Context: an optimization exercise on an open-source flow, tuned for small area. The choices shown serve that exercise and are no tape-out recipe. RTL that was checked went through simulation tests only; none was proved equivalent to the original. Power and IR drop assume default switching activity.

## v6
==> module FIFO_sync, before the edit <==
module FIFO_sync
(
    input wire       clk,
    input wire       rst,
    input wire       wr_en,      
    input wire [7:0] din,        
    input wire       rd_en,      
    output reg       valid,      
    output reg [7:0] dout,       
    output wire      empty,      
    output wire      full        
    );
reg [7:0] mem[15:0];
reg [4:0] count;         
reg       valid_reg;
wire [3:0] lo_n, hi_n;
wire [15:0] rsel;
fifo_or2    u_l0 (.a(count[0]), .b(count[1]), .y(lo_n[0]));
fifo_nand2b u_l1 (.a_n(count[1]), .b(count[0]), .y(lo_n[1]));
fifo_nand2b u_l2 (.a_n(count[0]), .b(count[1]), .y(lo_n[2]));
fifo_nand2  u_l3 (.a(count[0]), .b(count[1]), .y(lo_n[3]));
fifo_or2    u_h0 (.a(count[2]), .b(count[3]), .y(hi_n[0]));
fifo_nand2b u_h1 (.a_n(count[3]), .b(count[2]), .y(hi_n[1]));
fifo_nand2b u_h2 (.a_n(count[2]), .b(count[3]), .y(hi_n[2]));
fifo_nand2  u_h3 (.a(count[2]), .b(count[3]), .y(hi_n[3]));
genvar k, b;
generate
    for (k = 0; k < 16; k = k + 1) begin : g_sel
        fifo_nor2 u_sel (.a(lo_n[k % 4]), .b(hi_n[k / 4]), .y(rsel[k]));
    end
endgenerate
assign full  = count[4];
fifo_nor3 u_empty (.a(lo_n[0]), .b(hi_n[0]), .c(count[4]), .y(empty));
wire wr_fire;    
wire rd_fire;    
fifo_nor2b u_wf (.a(count[4]), .b_n(wr_en), .y(wr_fire));
fifo_nor2b u_rf (.a(empty), .b_n(rd_en), .y(rd_fire));
wire       chg;
fifo_xor2 u_chg (.a(wr_fire), .b(rd_fire), .y(chg));
wire [3:0] same;       
wire [4:0] tgl;
fifo_xnor2 u_s0 (.a(wr_fire), .b(count[0]), .y(same[0]));
fifo_xnor2 u_s1 (.a(wr_fire), .b(count[1]), .y(same[1]));
fifo_xnor2 u_s2 (.a(wr_fire), .b(count[2]), .y(same[2]));
fifo_xnor2 u_s3 (.a(wr_fire), .b(count[3]), .y(same[3]));
assign tgl[0] = chg;
fifo_and2 u_t1 (.a(tgl[0]), .b(same[0]), .y(tgl[1]));
fifo_and2 u_t2 (.a(tgl[1]), .b(same[1]), .y(tgl[2]));
fifo_and2 u_t3 (.a(tgl[2]), .b(same[2]), .y(tgl[3]));
fifo_and2 u_t4 (.a(tgl[3]), .b(same[3]), .y(tgl[4]));
wire [4:0] count_nx;
genvar n;
generate
    for (n = 0; n < 5; n = n + 1) begin : g_cnt
        fifo_xor2 u_nx (.a(count[n]), .b(tgl[n]), .y(count_nx[n]));
    end
endgenerate
always @(posedge clk or posedge rst)
begin
    if (rst)
        count <= 5'd0;
    else
        count <= count_nx;
end
integer i;
always @(posedge clk)
begin
    if (wr_fire)
    begin
        mem[0] <= din;
        for (i = 1; i <= 15; i = i + 1)
            mem[i] <= mem[i-1];
    end
end
always @(posedge clk or posedge rst)
begin
    if (rst)
    begin
        valid_reg <= 1'b0;
        valid     <= 1'b0;
    end
    else
    begin
        valid_reg <= rd_fire;
        valid     <= valid_reg;
    end
end
wire [7:0] rdata;
generate
    for (b = 0; b < 8; b = b + 1) begin : g_rd
        wire [4:0] y;
        wire       y5, t;
        for (k = 0; k < 5; k = k + 1) begin : g_ao
            fifo_a222oi u_ao (
                .a1(mem[3*k][b]),   .b1(rsel[3*k]),
                .a2(mem[3*k+1][b]), .b2(rsel[3*k+1]),
                .a3(mem[3*k+2][b]), .b3(rsel[3*k+2]),
                .y(y[k]));
        end
        fifo_nand2 u_n15 (.a(mem[15][b]), .b(rsel[15]), .y(y5));
        fifo_and3  u_a3  (.a(y[3]), .b(y[4]), .c(y5), .y(t));
        fifo_nand4 u_n4  (.a(y[0]), .b(y[1]), .c(y[2]), .d(t), .y(rdata[b]));
    end
endgenerate
always @(posedge clk)
    dout <= rdata;
endmodule
==> module fifo_xor2, before the edit <==
module fifo_xor2 (input wire a, b, output wire y);
    assign y = a ^ b;
endmodule
==> module fifo_nor3, before the edit <==
module fifo_nor3 (input wire a, b, c, output wire y);
    assign y = ~(a | b | c);
endmodule
==> module fifo_nor2b, before the edit <==
module fifo_nor2b (input wire a, b_n, output wire y);
    assign y = ~(a | ~b_n);
endmodule
export LEC_CHECK = 0
export CAP_MARGIN = 20
export CORE_MARGIN = 2
export CORE_UTILIZATION = 40
export SLEW_MARGIN = 20
export SYNTH_HIERARCHICAL = 1
export SYNTH_MINIMUM_KEEP_SIZE = 0
create_clock -name core_clock -period 4.0 [get_ports {clk}]
standard.sh (not shown) runs the stock make flow with config.mk's settings and CLKGATE_MAP_FILE= SYNTH_SCRIPT=/design/flow/synth_recipe.tcl, a recipe that flattens the netlist after the stock synthesis.
==> flow/flow/run.sh <==
#!/bin/bash
# Standard ORFS layout (the standard.sh), with two changes:
#  - CTS inserts no dummy loads and builds the tree from clkbuf_4 cells
#  - port buffering uses buf_1 cells (every port still gets its own buffer)
set -euo pipefail
bash standard.sh finish \
  "CTS_ARGS=-sink_clustering_enable -repair_clock_nets -dont_use_dummy_load -buf_list sky130_fd_sc_hd__clkbuf_4" \
  "BUFFER_PORTS_ARGS=-buffer_cell sky130_fd_sc_hd__buf_1" \
  > orfs_make.log 2>&1
Changes in v7 relative to v6:
diff --git a/flow/design.v b/flow/design.v
--- a/flow/design.v
+++ b/flow/design.v
@@ -27,18 +27,15 @@
 generate
     for (k = 0; k < 16; k = k + 1) begin : g_sel
         fifo_nor2 u_sel (.a(lo_n[k % 4]), .b(hi_n[k / 4]), .y(rsel[k]));
     end
 endgenerate
+assign empty = ~(lo_n[0] | hi_n[0] | count[4]);
 assign full  = count[4];
-fifo_nor3 u_empty (.a(lo_n[0]), .b(hi_n[0]), .c(count[4]), .y(empty));
-wire wr_fire;    
-wire rd_fire;    
-fifo_nor2b u_wf (.a(count[4]), .b_n(wr_en), .y(wr_fire));
-fifo_nor2b u_rf (.a(empty), .b_n(rd_en), .y(rd_fire));
-wire       chg;
-fifo_xor2 u_chg (.a(wr_fire), .b(rd_fire), .y(chg));
+wire wr_fire = wr_en && !full;     
+wire rd_fire = rd_en && !empty;    
+wire       chg = wr_fire ^ rd_fire;
 wire [3:0] same;       
 wire [4:0] tgl;
 fifo_xnor2 u_s0 (.a(wr_fire), .b(count[0]), .y(same[0]));
 fifo_xnor2 u_s1 (.a(wr_fire), .b(count[1]), .y(same[1]));
 fifo_xnor2 u_s2 (.a(wr_fire), .b(count[2]), .y(same[2]));
@@ -46,23 +43,16 @@
 assign tgl[0] = chg;
 fifo_and2 u_t1 (.a(tgl[0]), .b(same[0]), .y(tgl[1]));
 fifo_and2 u_t2 (.a(tgl[1]), .b(same[1]), .y(tgl[2]));
 fifo_and2 u_t3 (.a(tgl[2]), .b(same[2]), .y(tgl[3]));
 fifo_and2 u_t4 (.a(tgl[3]), .b(same[3]), .y(tgl[4]));
-wire [4:0] count_nx;
-genvar n;
-generate
-    for (n = 0; n < 5; n = n + 1) begin : g_cnt
-        fifo_xor2 u_nx (.a(count[n]), .b(tgl[n]), .y(count_nx[n]));
-    end
-endgenerate
 always @(posedge clk or posedge rst)
 begin
     if (rst)
         count <= 5'd0;
     else
-        count <= count_nx;
+        count <= count ^ tgl;
 end
 integer i;
 always @(posedge clk)
 begin
     if (wr_fire)
@@ -130,14 +120,5 @@
     assign y = ~(a ^ b);
 endmodule
 module fifo_and2 (input wire a, b, output wire y);
     assign y = a & b;
 endmodule
-module fifo_xor2 (input wire a, b, output wire y);
-    assign y = a ^ b;
-endmodule
-module fifo_nor3 (input wire a, b, c, output wire y);
-    assign y = ~(a | b | c);
-endmodule
-module fifo_nor2b (input wire a, b_n, output wire y);
-    assign y = ~(a | ~b_n);
-endmodule
==> comparison <==
Per the comparison of v7 with v6, fraction of the cycle the final worst path needs saw a decrease, chip width now sits at about the same level, via-per-instance ratio did not really move.
Between v7 and v6, it is v7 whose multi-input combinational gate total is higher, by 0.95%.
On clock transition at the registers of the reported paths, v7 and v6 are basically level.
v7 and v6 ended up with roughly the same instance area at placement.
Worst setup slack was higher in the run labelled v7.
Re clock group share of total power: v7 is 0.2 points down on v6.
Status: final design instance area without fill parity (v6, v7)
No functional check of the RTL was part of v6.

========
ember:
Another version of the RTL of FIFO_sync (not shown whole).
Size in the first run: about 140 flip-flops, roughly 23 I/O pins, roughly 4800 µm² of cells after synthesis.
==> module FIFO_sync, before the edit <==
module FIFO_sync
(
    input wire       clk,
    input wire       rst,
    input wire       wr_en,      
    input wire [7:0] din,        
    input wire       rd_en,      
    output reg       valid,      
    output reg [7:0] dout,       
    output wire      empty,      
    output wire      full        
    );
reg [7:0] mem[15:0];
reg [4:0] count;         
reg       valid_reg;
wire [3:0] lo_n, hi_n;
wire [15:0] rsel;
fifo_or2    u_l0 (.a(count[0]), .b(count[1]), .y(lo_n[0]));
fifo_nand2b u_l1 (.a_n(count[1]), .b(count[0]), .y(lo_n[1]));
fifo_nand2b u_l2 (.a_n(count[0]), .b(count[1]), .y(lo_n[2]));
fifo_nand2  u_l3 (.a(count[0]), .b(count[1]), .y(lo_n[3]));
fifo_or2    u_h0 (.a(count[2]), .b(count[3]), .y(hi_n[0]));
fifo_nand2b u_h1 (.a_n(count[3]), .b(count[2]), .y(hi_n[1]));
fifo_nand2b u_h2 (.a_n(count[2]), .b(count[3]), .y(hi_n[2]));
fifo_nand2  u_h3 (.a(count[2]), .b(count[3]), .y(hi_n[3]));
genvar k, b;
generate
    for (k = 0; k < 16; k = k + 1) begin : g_sel
        fifo_nor2 u_sel (.a(lo_n[k % 4]), .b(hi_n[k / 4]), .y(rsel[k]));
    end
endgenerate
assign full  = count[4];
wire nz_lo;
fifo_inv  u_nz    (.a(rsel[0]), .y(nz_lo));
fifo_nor2 u_empty (.a(nz_lo), .b(count[4]), .y(empty));
wire wr_fire;    
wire rd_fire;    
wire wr_en_n, rd_en_n;
fifo_inv  u_wn (.a(wr_en), .y(wr_en_n));
fifo_inv  u_rn (.a(rd_en), .y(rd_en_n));
fifo_nor2 u_wf (.a(count[4]), .b(wr_en_n), .y(wr_fire));
fifo_nor2 u_rf (.a(empty), .b(rd_en_n), .y(rd_fire));
wire       chg;        
wire       dn;         
wire [3:0] cy;
wire [4:0] count_nx;
fifo_xor2  u_chg (.a(wr_fire), .b(rd_fire), .y(chg));
wire       rd_fire_n;
fifo_inv   u_rfn (.a(rd_fire), .y(rd_fire_n));
fifo_nor2  u_dn  (.a(wr_fire), .b(rd_fire_n), .y(dn));
fifo_ha    u_c0  (.a(count[0]), .b(chg), .s(count_nx[0]), .co(cy[0]));
fifo_fa    u_c1  (.a(count[1]), .b(dn), .ci(cy[0]), .s(count_nx[1]), .co(cy[1]));
fifo_fa    u_c2  (.a(count[2]), .b(dn), .ci(cy[1]), .s(count_nx[2]), .co(cy[2]));
fifo_fa    u_c3  (.a(count[3]), .b(dn), .ci(cy[2]), .s(count_nx[3]), .co(cy[3]));
fifo_o21ba u_c4  (.a1(count[4]), .a2(cy[3]), .b1_n(dn), .x(count_nx[4]));
always @(posedge clk or posedge rst)
begin
    if (rst)
        count <= 5'd0;
    else
        count <= count_nx;
end
wire wr_hold;
fifo_inv u_wh (.a(wr_fire), .y(wr_hold));
wire [7:0] mem_nx [15:0];
genvar r;
generate
    for (r = 0; r < 16; r = r + 1) begin : g_row
        wire [7:0] src = (r == 0) ? din : mem[(r == 0) ? 0 : r - 1];
        for (b = 0; b < 8; b = b + 1) begin : g_bit
            fifo_a22o u_hold (.a1(mem[r][b]), .a2(wr_hold), .b1(src[b]), .b2(wr_fire),
                              .x(mem_nx[r][b]));
        end
        always @(posedge clk)
            mem[r] <= mem_nx[r];
    end
endgenerate
always @(posedge clk or posedge rst)
begin
    if (rst)
    begin
        valid_reg <= 1'b0;
        valid     <= 1'b0;
    end
    else
    begin
        valid_reg <= rd_fire;
        valid     <= valid_reg;
    end
end
wire [7:0] rdata;
generate
    for (b = 0; b < 8; b = b + 1) begin : g_rd
        wire [4:0] y;
        wire       y5, t;
        for (k = 0; k < 5; k = k + 1) begin : g_ao
            fifo_a222oi u_ao (
                .a1(mem[3*k][b]),   .b1(rsel[3*k]),
                .a2(mem[3*k+1][b]), .b2(rsel[3*k+1]),
                .a3(mem[3*k+2][b]), .b3(rsel[3*k+2]),
                .y(y[k]));
        end
        fifo_nand2 u_n15 (.a(mem[15][b]), .b(rsel[15]), .y(y5));
        fifo_and3  u_a3  (.a(y[3]), .b(y[4]), .c(y5), .y(t));
        fifo_nand4 u_n4  (.a(y[0]), .b(y[1]), .c(y[2]), .d(t), .y(rdata[b]));
    end
endgenerate
always @(posedge clk)
    dout <= rdata;
endmodule
==> module fifo_a22o, before the edit <==
module fifo_a22o (input wire a1, a2, b1, b2, output wire x);
    assign x = (a1 & a2) | (b1 & b2);
endmodule
clock: 4.0 ns
lec_check: 0
cap_margin: 20
core_margin: 2
core_utilization: 40
slew_margin: 20
synth_hierarchical: 1
synth_minimum_keep_size: 0
==> flow/flow/run.sh <==
#!/bin/bash
# Standard ORFS layout (the standard.sh), with these changes:
#  - CTS inserts no dummy loads and builds the tree from clkbuf_4 cells
#  - port buffering uses buf_1 cells (every port still gets its own buffer)
#  - no pre-placement timing repair at floorplan (it sizes up gates against
#    wire-load estimates; placement-based repair still runs later)
set -euo pipefail
bash standard.sh finish \
  "CTS_ARGS=-sink_clustering_enable -repair_clock_nets -dont_use_dummy_load -buf_list sky130_fd_sc_hd__clkbuf_4" \
  "BUFFER_PORTS_ARGS=-buffer_cell sky130_fd_sc_hd__buf_1" \
  "REMOVE_ABC_BUFFERS=1" \
  > orfs_make.log 2>&1
### ember -> tundra
-- flow/design.v --
<<< ember, line 61
        count <= count_nx;
end
wire wr_hold;
fifo_inv u_wh (.a(wr_fire), .y(wr_hold));
wire [7:0] mem_nx [15:0];
genvar r;
generate
    for (r = 0; r < 16; r = r + 1) begin : g_row
        wire [7:0] src = (r == 0) ? din : mem[(r == 0) ? 0 : r - 1];
        for (b = 0; b < 8; b = b + 1) begin : g_bit
            fifo_a22o u_hold (.a1(mem[r][b]), .a2(wr_hold), .b1(src[b]), .b2(wr_fire),
                              .x(mem_nx[r][b]));
        end
        always @(posedge clk)
            mem[r] <= mem_nx[r];
    end
endgenerate
always @(posedge clk or posedge rst)
begin
>>> tundra, line 61
        count <= count_nx;
end
integer i;
always @(posedge clk)
begin
    if (wr_fire)
    begin
        mem[0] <= din;
        for (i = 1; i <= 15; i = i + 1)
            mem[i] <= mem[i-1];
    end
end
always @(posedge clk or posedge rst)
begin
<<< ember, line 145
    assign y = ~a;
endmodule
module fifo_a22o (input wire a1, a2, b1, b2, output wire x);
    assign x = (a1 & a2) | (b1 & b2);
endmodule
>>> tundra, line 140
    assign y = ~a;
endmodule
Findings:
tundra: done, clean on timing, DRC and antenna
Of tundra and ember, the run reporting the lower inverter count of the layout excluding clock inverters was tundra.
Wire length of the first global-routing pass: tundra < ember
Compared with ember, number of fillers in the final layout in tundra increased by a few percent.
tundra has number of antenna violations at the first check in global routing below what ember had.
On clock tree skew after final layout: between tundra and ember, it ends up higher for ember.
In the reports for tundra and ember, the smaller final hold slack belongs to ember.
The clock slew at the register clock pins of the worst setup and hold paths on tundra is in line with that on ember.
tundra vs ember: peak supply drop down in tundra
Diff ember -> tundra: layout multi-input combinational cell count saw a decrease, area after synthesis saw an increase, post-route clock period utilization saw a decrease, global routing met1 resource utilization saw a decrease.
Sort tundra and ember by area added between synthesis and finish desc -> top: ember

[port drivers added, routing unchanged]
The results above use ideal ports. As a check the final layouts listed here were re-extracted and re-timed, cells and wires unchanged. Step 1, drivers: a clkbuf_16 drives clk and a buf_2 each remaining input, both assumed. Step 2 also shifts input and output timing later by t, the mid clock arrival at the registers, as if the neighbouring blocks saw the same clock. Slacks: ideal / step 1 / step 2; pairs: ideal / step 1.
run | t, ns | setup WS [ns] | hold slack, ns | pins driven straight from the clock port
v6 | 0.514 | 1.460 / 1.430 / 1.346 | 0.210 / 0.200 / 0.346 | 1
v7 | 0.510 | 1.538 / 1.507 / 1.244 | 0.195 / 0.185 / 0.346 | 1
ember | 0.530 | 0.872 / 0.872 / 0.872 | 0.177 / 0.166 / 0.355 | 1
tundra | 0.530 | 0.925 / 0.925 / 0.925 | 0.193 / 0.184 / 0.355 | 1
After both steps every run listed still meets setup and hold. The setup slack of v7, which loses most, moves by -0.031 ns with the drivers and by -0.294 ns with both steps.
